What follows belongs to an exercise in optimizing a design on an open flow for small area, a short achievable clock period and few clock cycles; a production flow would make more cautious choices. Where RTL was checked, it was by simulation tests only, not by an equivalence proof against the original. No activity file was given, so power comes from the tool's default toggle rates.

==> module alu16, before the edit <==
module alu16(CK, reset, start, instruction, inputR1, inputR2, outputR, busy, done);
	input [15:0] inputR1, inputR2;
	input [2:0] instruction;
	input CK, reset, start;
	output [15:0] outputR;
	output reg busy;
	output reg done;
	reg [15:0] ra, rb, rc;
	reg        st_alu, st_mul, st_pre, st_div;
	reg        sub, osel;
	reg [3:0]  cnt;
	reg        triv;
	wire go = start & ~busy;
	function [3:0] msb;
		input [15:0] v;
		integer i;
		begin
			msb = 4'd0;
			for (i = 0; i < 16; i = i + 1)
				if (v[i]) msb = i;
		end
	endfunction
	function [3:0] nib;
		input [15:0] v;
		begin
			nib[3] = |v[15:12];
			nib[2] = |v[15:8];
			nib[1] = |v[15:4];
			nib[0] = |v;
		end
	endfunction
	wire [15:0] mq  = (~st_mul | rb[0]) ? ra : (rb[1] ? {ra[14:0], 1'b0} : 16'd0);
	wire [15:0] Q   = sub ? ~rb : mq;
	wire        m1  = (rb[1:0] == 2'b11);     
	wire        cin = sub | st_pre;
	wire [17:0] S2  = {1'b0, rc, 1'b1} + {1'b0, Q, cin};
	wire [15:0] S   = S2[16:1];
	wire        ge  = S2[17];
	wire [3:0]  pa = msb(inputR1);
	wire [3:0]  pb = msb(inputR2);
	wire        zb = (rb == 16'd0);
	wire [3:0]  na = nib(inputR1);
	wire [3:0]  nb = nib(inputR2);
	wire        t1   = (inputR2[1:0] == 2'b11);   
	wire        mul1 = t1 ? (inputR2[15:1] == 15'd0) : (inputR2[15:2] == 14'd0);  
	wire        dv0  = ((nb & ~na) != 4'd0);  
	wire        fast = ((instruction == 3'b010) & mul1) | (((instruction == 3'b011) | (instruction == 3'b100)) & dv0);
	assign outputR = osel ? ra : rc;
	always @(posedge CK) begin
		if (reset) begin
			busy   <= 1'b0;
			done   <= 1'b0;
			st_alu <= 1'b0;
			st_mul <= 1'b0;
			st_pre <= 1'b0;
			st_div <= 1'b0;
		end
		else begin
			done <= 1'b0;
			if (go) begin
				sub  <= (instruction == 3'b001);
				osel <= (instruction == 3'b100);
				case (instruction)
					3'b000: begin ra <= inputR1; rc <= inputR2; end
					3'b001: begin rb <= inputR1; rc <= 16'd0; end
					3'b010: begin
						ra <= t1 ? {inputR1[14:0], 1'b0} : {inputR1[13:0], 2'b00};
						rb <= t1 ? {1'b0, inputR2[15:1]} : {2'b00, inputR2[15:2]};
						rc <= inputR2[0] ? inputR1 : (inputR2[1] ? {inputR1[14:0], 1'b0} : 16'd0);
					end
					3'b011, 3'b100: begin
						ra   <= 16'd0;
						rb   <= inputR2;
						rc   <= inputR1;
						cnt  <= pa - pb;
						triv <= (pa < pb);
					end
					3'b101: rc <= inputR1 & inputR2;
					3'b110: rc <= inputR1 | inputR2;
					default: rc <= 16'd0;
				endcase
				st_alu <= (instruction == 3'b000) | (instruction == 3'b001);
				st_mul <= (instruction == 3'b010) & ~mul1;
				st_pre <= ((instruction == 3'b011) | (instruction == 3'b100)) & ~dv0;
				busy   <= ((instruction[2] == 1'b0) | (instruction == 3'b100)) & ~fast;
				done   <= ((instruction[2] == 1'b1) & (instruction != 3'b100)) | fast;
			end
			else if (st_alu) begin
				rc     <= S;
				st_alu <= 1'b0;
				busy   <= 1'b0;
				done   <= 1'b1;
			end
			else if (st_mul) begin
				rc <= S;
				ra <= m1 ? {ra[14:0], 1'b0} : {ra[13:0], 2'b00};
				rb <= m1 ? {1'b0, rb[15:1]} : {2'b00, rb[15:2]};
				if (m1 ? (rb[15:1] == 15'd0) : (rb[15:2] == 14'd0)) begin
					st_mul <= 1'b0;
					busy   <= 1'b0;
					done   <= 1'b1;
				end
			end
			else if (st_pre) begin
				st_pre <= 1'b0;
				if (zb) begin
					rc   <= S;
					ra   <= 16'hffff;
					busy <= 1'b0;
					done <= 1'b1;
				end
				else if (triv) begin
					busy <= 1'b0;
					done <= 1'b1;
				end
				else begin
					rb     <= rb << cnt;
					sub    <= 1'b1;
					st_div <= 1'b1;
				end
			end
			else if (st_div) begin
				if (ge) rc <= S;
				ra  <= {ra[14:0], ge};
				rb  <= rb >> 1;
				cnt <= cnt - 4'd1;
				if (cnt == 4'd0) begin
					st_div <= 1'b0;
					busy   <= 1'b0;
					done   <= 1'b1;
				end
			end
		end
	end
endmodule
Settings: LEC_CHECK=0, CAP_MARGIN=20, CORE_MARGIN=2, CORE_UTILIZATION=40, SETUP_SLACK_MARGIN=4.3, SLEW_MARGIN=20; clock period 7.5 ns.
standard.sh (not shown) runs the stock make flow with config.mk's settings and CLKGATE_MAP_FILE= SYNTH_SCRIPT=/design/flow/synth_recipe.tcl, a recipe that flattens the netlist after the stock synthesis.
==> flow/flow/run.sh <==
#!/bin/bash
# Standard layout, with the port buffers built from a regular buffer cell
# instead of the delay cell the resizer picks by default.
export BUFFER_PORTS_ARGS="-buffer_cell sky130_fd_sc_hd__buf_4"
bash standard.sh > standard.log 2>&1
Testbench counts at the start, summed over its fixed seeds: cycles 20,712.
Change:
--- a/flow/design.v
+++ b/flow/design.v
@@ -9,6 +9,6 @@
 	reg        st_alu, st_mul, st_pre, st_div;
 	reg        sub, osel;
-	reg [3:0]  cnt;
-	reg        triv;
+	reg [3:0]  cnt;		 
+	reg [3:0]  pbr;		 
 	wire go = start & ~busy;
 	function [3:0] msb;
@@ -40,4 +40,6 @@
 	wire [3:0]  pb = msb(inputR2);
 	wire        zb = (rb == 16'd0);
+	wire        triv = (cnt < pbr);
+	wire [3:0]  d    = cnt - pbr;
 	wire [3:0]  na = nib(inputR1);
 	wire [3:0]  nb = nib(inputR2);
@@ -73,6 +75,6 @@
 						rb   <= inputR2;
 						rc   <= inputR1;
-						cnt  <= pa - pb;
-						triv <= (pa < pb);
+						cnt  <= pa;
+						pbr  <= pb;
 					end
 					3'b101: rc <= inputR1 & inputR2;
@@ -115,5 +117,6 @@
 				end
 				else begin
-					rb     <= rb << cnt;
+					rb     <= rb << d;
+					cnt    <= d;
 					sub    <= 1'b1;
 					st_div <= 1'b1;
The changed run finished with timing, DRC and antenna clean.
Global-route usage goes down by 0.73 points.
Core utilization goes down by 0.58 points.
Routed wire length goes up by about 5%.
Worst setup slack improves by 73 ps.
Combinational power goes up by 9.4%.
First-iteration DRC count goes up by about 34%.
Via count goes up by about 8%.
Die area goes up by about 5%.
Hold slack degrades by 70 ps.
Sequential power goes up by about 4.7%.
Cell area goes up by 3.6%.
Synthesized cell count goes up by 11%.
Only the layout flow was run in the second run of this note; the RTL was not checked for function there.


Another version of the RTL of alu16 (not shown whole).
Size: roughly 6600 sq um of cells after synthesis.
==> module alu16, before the edit <==
module alu16(CK, reset, start, instruction, inputR1, inputR2, outputR, busy, done);
	input [15:0] inputR1, inputR2;
	input [2:0] instruction;
	input CK, reset, start;
	output [15:0] outputR;
	output reg busy;
	output reg done;
	reg [15:0] ra;		 
	reg [15:0] rb;		 
	reg [15:0] rc;		 
	reg        rs;		 
	reg        st_alu, st_mul, st_pre, st_div, st_fix;
	reg        sub, osel;
	reg [3:0]  cnt;
	reg        triv;
	wire go = start & ~busy;
	function [3:0] msb;
		input [15:0] v;
		integer i;
		begin
			msb = 4'd0;
			for (i = 0; i < 16; i = i + 1)
				if (v[i]) msb = i;
		end
	endfunction
	function [3:0] nib;
		input [15:0] v;
		begin
			nib[3] = |v[15:12];
			nib[2] = |v[15:8];
			nib[1] = |v[15:4];
			nib[0] = |v;
		end
	endfunction
	wire        m   = ~st_mul | rb[0];
	wire        inv = sub & ~rs;
	wire [16:0] Q   = sub ? ({1'b0, rb} ^ {17{inv}}) : {1'b0, ra & {16{m}}};
	wire        cin = inv | st_pre;
	wire [17:0] S2  = {rs, rc, 1'b1} + {Q, cin};
	wire [16:0] S   = S2[17:1];
	wire [3:0]  pa = msb(inputR1);
	wire [3:0]  pb = msb(inputR2);
	wire        zb = (rb == 16'd0);
	wire [3:0]  na = nib(inputR1);
	wire [3:0]  nb = nib(inputR2);
	wire        sw = ~na[2] | nb[2];          
	wire [15:0] mc = sw ? inputR2 : inputR1;  
	wire [15:0] mp = sw ? inputR1 : inputR2;  
	wire        mul1 = (mp[15:1] == 15'd0);   
	wire        dv0  = ((nb & ~na) != 4'd0);  
	wire        fast = ((instruction == 3'b010) & mul1) | (((instruction == 3'b011) | (instruction == 3'b100)) & dv0);
	assign outputR = osel ? ra : rc;
	always @(posedge CK) begin
		if (reset) begin
			busy   <= 1'b0;
			done   <= 1'b0;
			st_alu <= 1'b0;
			st_mul <= 1'b0;
			st_pre <= 1'b0;
			st_div <= 1'b0;
			st_fix <= 1'b0;
		end
		else begin
			done <= 1'b0;
			if (go) begin
				sub  <= (instruction == 3'b001);
				osel <= (instruction == 3'b100);
				rs   <= 1'b0;
				case (instruction)
					3'b000: begin ra <= inputR1; rc <= inputR2; end
					3'b001: begin rb <= inputR1; rc <= 16'd0; end
					3'b010: begin
						ra <= {mc[14:0], 1'b0};
						rb <= {1'b0, mp[15:1]};
						rc <= mc & {16{mp[0]}};
					end
					3'b011, 3'b100: begin
						ra   <= 16'd0;
						rb   <= inputR2;
						rc   <= inputR1;
						cnt  <= pa - pb;
						triv <= (pa < pb);
					end
					3'b101: rc <= inputR1 & inputR2;
					3'b110: rc <= inputR1 | inputR2;
					default: rc <= 16'd0;
				endcase
				st_alu <= (instruction == 3'b000) | (instruction == 3'b001);
				st_mul <= (instruction == 3'b010) & ~mul1;
				st_pre <= ((instruction == 3'b011) | (instruction == 3'b100)) & ~dv0;
				busy   <= ((instruction[2] == 1'b0) | (instruction == 3'b100)) & ~fast;
				done   <= ((instruction[2] == 1'b1) & (instruction != 3'b100)) | fast;
			end
			else if (st_alu) begin
				rc     <= S[15:0];
				st_alu <= 1'b0;
				busy   <= 1'b0;
				done   <= 1'b1;
			end
			else if (st_mul) begin
				rc <= S[15:0];
				ra <= ra << 1;
				rb <= rb >> 1;
				if (rb[15:1] == 15'd0) begin
					st_mul <= 1'b0;
					busy   <= 1'b0;
					done   <= 1'b1;
				end
			end
			else if (st_pre) begin
				st_pre <= 1'b0;
				if (zb) begin
					rc   <= S[15:0];
					ra   <= 16'hffff;
					busy <= 1'b0;
					done <= 1'b1;
				end
				else if (triv) begin
					busy <= 1'b0;
					done <= 1'b1;
				end
				else begin
					rb     <= rb << cnt;
					sub    <= 1'b1;
					st_div <= 1'b1;
				end
			end
			else if (st_div) begin
				{rs, rc} <= S;
				ra  <= {ra[14:0], ~S[16]};
				cnt <= cnt - 4'd1;
				if (cnt == 4'd0) begin
					st_div <= 1'b0;
					if (~osel & S[16])
						st_fix <= 1'b1;
					else begin
						busy <= 1'b0;
						done <= 1'b1;
					end
				end
				else
					rb <= rb >> 1;
			end
			else if (st_fix) begin
				rc     <= S[15:0];
				st_fix <= 1'b0;
				busy   <= 1'b0;
				done   <= 1'b1;
			end
		end
	end
endmodule
clock: 7.5 ns
lec_check: 0
cap_margin: 20
core_margin: 2
core_utilization: 40
setup_slack_margin: 4.1
slew_margin: 20
Scripts as last shown in full above: flow/flow/run.sh
Edit:
--- a/flow/design.v
+++ b/flow/design.v
@@ -3,15 +3,12 @@
 	input [2:0] instruction;
 	input CK, reset, start;
 	output [15:0] outputR;
 	output reg busy;
 	output reg done;
-	reg [15:0] ra;		 
-	reg [15:0] rb;		 
-	reg [15:0] rc;		 
-	reg        rs;		 
-	reg        st_alu, st_mul, st_pre, st_div, st_fix;
+	reg [15:0] ra, rb, rc;
+	reg        st_alu, st_mul, st_pre, st_div;
 	reg        sub, osel;
 	reg [3:0]  cnt;
 	reg        triv;
 	wire go = start & ~busy;
 	function [3:0] msb;
@@ -31,15 +28,15 @@
 			nib[1] = |v[15:4];
 			nib[0] = |v;
 		end
 	endfunction
 	wire        m   = ~st_mul | rb[0];
-	wire        inv = sub & ~rs;
-	wire [16:0] Q   = sub ? ({1'b0, rb} ^ {17{inv}}) : {1'b0, ra & {16{m}}};
-	wire        cin = inv | st_pre;
-	wire [17:0] S2  = {rs, rc, 1'b1} + {Q, cin};
-	wire [16:0] S   = S2[17:1];
+	wire [15:0] Q   = sub ? ~rb : (ra & {16{m}});
+	wire        cin = sub | st_pre;
+	wire [17:0] S2  = {1'b0, rc, 1'b1} + {1'b0, Q, cin};
+	wire [15:0] S   = S2[16:1];
+	wire        ge  = S2[17];
 	wire [3:0]  pa = msb(inputR1);
 	wire [3:0]  pb = msb(inputR2);
 	wire        zb = (rb == 16'd0);
 	wire [3:0]  na = nib(inputR1);
 	wire [3:0]  nb = nib(inputR2);
@@ -56,18 +53,16 @@
 			done   <= 1'b0;
 			st_alu <= 1'b0;
 			st_mul <= 1'b0;
 			st_pre <= 1'b0;
 			st_div <= 1'b0;
-			st_fix <= 1'b0;
 		end
 		else begin
 			done <= 1'b0;
 			if (go) begin
 				sub  <= (instruction == 3'b001);
 				osel <= (instruction == 3'b100);
-				rs   <= 1'b0;
 				case (instruction)
 					3'b000: begin ra <= inputR1; rc <= inputR2; end
 					3'b001: begin rb <= inputR1; rc <= 16'd0; end
 					3'b010: begin
 						ra <= {mc[14:0], 1'b0};
@@ -90,17 +85,17 @@
 				st_pre <= ((instruction == 3'b011) | (instruction == 3'b100)) & ~dv0;
 				busy   <= ((instruction[2] == 1'b0) | (instruction == 3'b100)) & ~fast;
 				done   <= ((instruction[2] == 1'b1) & (instruction != 3'b100)) | fast;
 			end
 			else if (st_alu) begin
-				rc     <= S[15:0];
+				rc     <= S;
 				st_alu <= 1'b0;
 				busy   <= 1'b0;
 				done   <= 1'b1;
 			end
 			else if (st_mul) begin
-				rc <= S[15:0];
+				rc <= S;
 				ra <= ra << 1;
 				rb <= rb >> 1;
 				if (rb[15:1] == 15'd0) begin
 					st_mul <= 1'b0;
 					busy   <= 1'b0;
@@ -108,11 +103,11 @@
 				end
 			end
 			else if (st_pre) begin
 				st_pre <= 1'b0;
 				if (zb) begin
-					rc   <= S[15:0];
+					rc   <= S;
 					ra   <= 16'hffff;
 					busy <= 1'b0;
 					done <= 1'b1;
 				end
 				else if (triv) begin
@@ -124,29 +119,18 @@
 					sub    <= 1'b1;
 					st_div <= 1'b1;
 				end
 			end
 			else if (st_div) begin
-				{rs, rc} <= S;
-				ra  <= {ra[14:0], ~S[16]};
+				if (ge) rc <= S;
+				ra  <= {ra[14:0], ge};
+				rb  <= rb >> 1;
 				cnt <= cnt - 4'd1;
 				if (cnt == 4'd0) begin
 					st_div <= 1'b0;
-					if (~osel & S[16])
-						st_fix <= 1'b1;
-					else begin
-						busy <= 1'b0;
-						done <= 1'b1;
-					end
+					busy   <= 1'b0;
+					done   <= 1'b1;
 				end
-				else
-					rb <= rb >> 1;
-			end
-			else if (st_fix) begin
-				rc     <= S[15:0];
-				st_fix <= 1'b0;
-				busy   <= 1'b0;
-				done   <= 1'b1;
 			end
 		end
 	end
 endmodule
Outcome: Wire length climbs by 1.4%. Final area drops by 2.8%. Utilization climbs by 0.92 points. Total power drops by 15%. Critical path depth drops by 4. Non-clock buffer count climbs by 7. Via count drops by 1.1%. Global-route usage climbs by 2.0 points. Worst hold slack degrades by 0.018 ns. Synthesized cell count drops by 5.1%. First-iteration DRC count drops by 2.5%. Area after synthesis drops by 5.1%. Setup slack degrades by 0.041 ns. Sequential share of layout area is about the same.
Testbench counts after the change, summed over its fixed seeds: cycles 21,521.
Function not checked in the first run of this note: the RTL went through the layout flow alone.

## static timing again, ports no longer ideal
How much do the figures lean on ideal ports? The routed layouts below were timed once more, with nothing changed but the port constraints. Step 1, drivers: a clkbuf_16 drives CK and a buf_2 each remaining input, both assumed. Step 2 also shifts input and output timing later by t, the mid clock arrival at the registers, as if the neighbouring blocks saw the same clock. a / b / c = ideal / step 1 / step 2; a / b = the first two.
| run | t (ns) | setup slack, ns | worst setup path after step 2 | clock arrival spread, ns | cell pins on the clock port's net |
|---|---|---|---|---|---|
| the first run of note 1 | 0.380 | 4.183 / 4.157 / 3.777 | input to register | 0.008 / 0.008 | 1 |
| the second run of note 1 | 0.391 | 4.256 / 4.256 / 3.925 | input to register | 0.010 / 0.010 | 1 |
| the first run of note 2 | 0.372 | 4.153 / 4.136 / 3.764 | input to register | 0.011 / 0.011 | 1 |
| the second run of note 2 | 0.376 | 4.112 / 4.103 / 3.751 | input to register | 0.009 / 0.008 | 1 |
After both steps setup and hold are still met in every run listed. The setup slack of the first run of note 1, which loses most, moves by -0.026 ns with the drivers and by -0.406 ns with both steps.
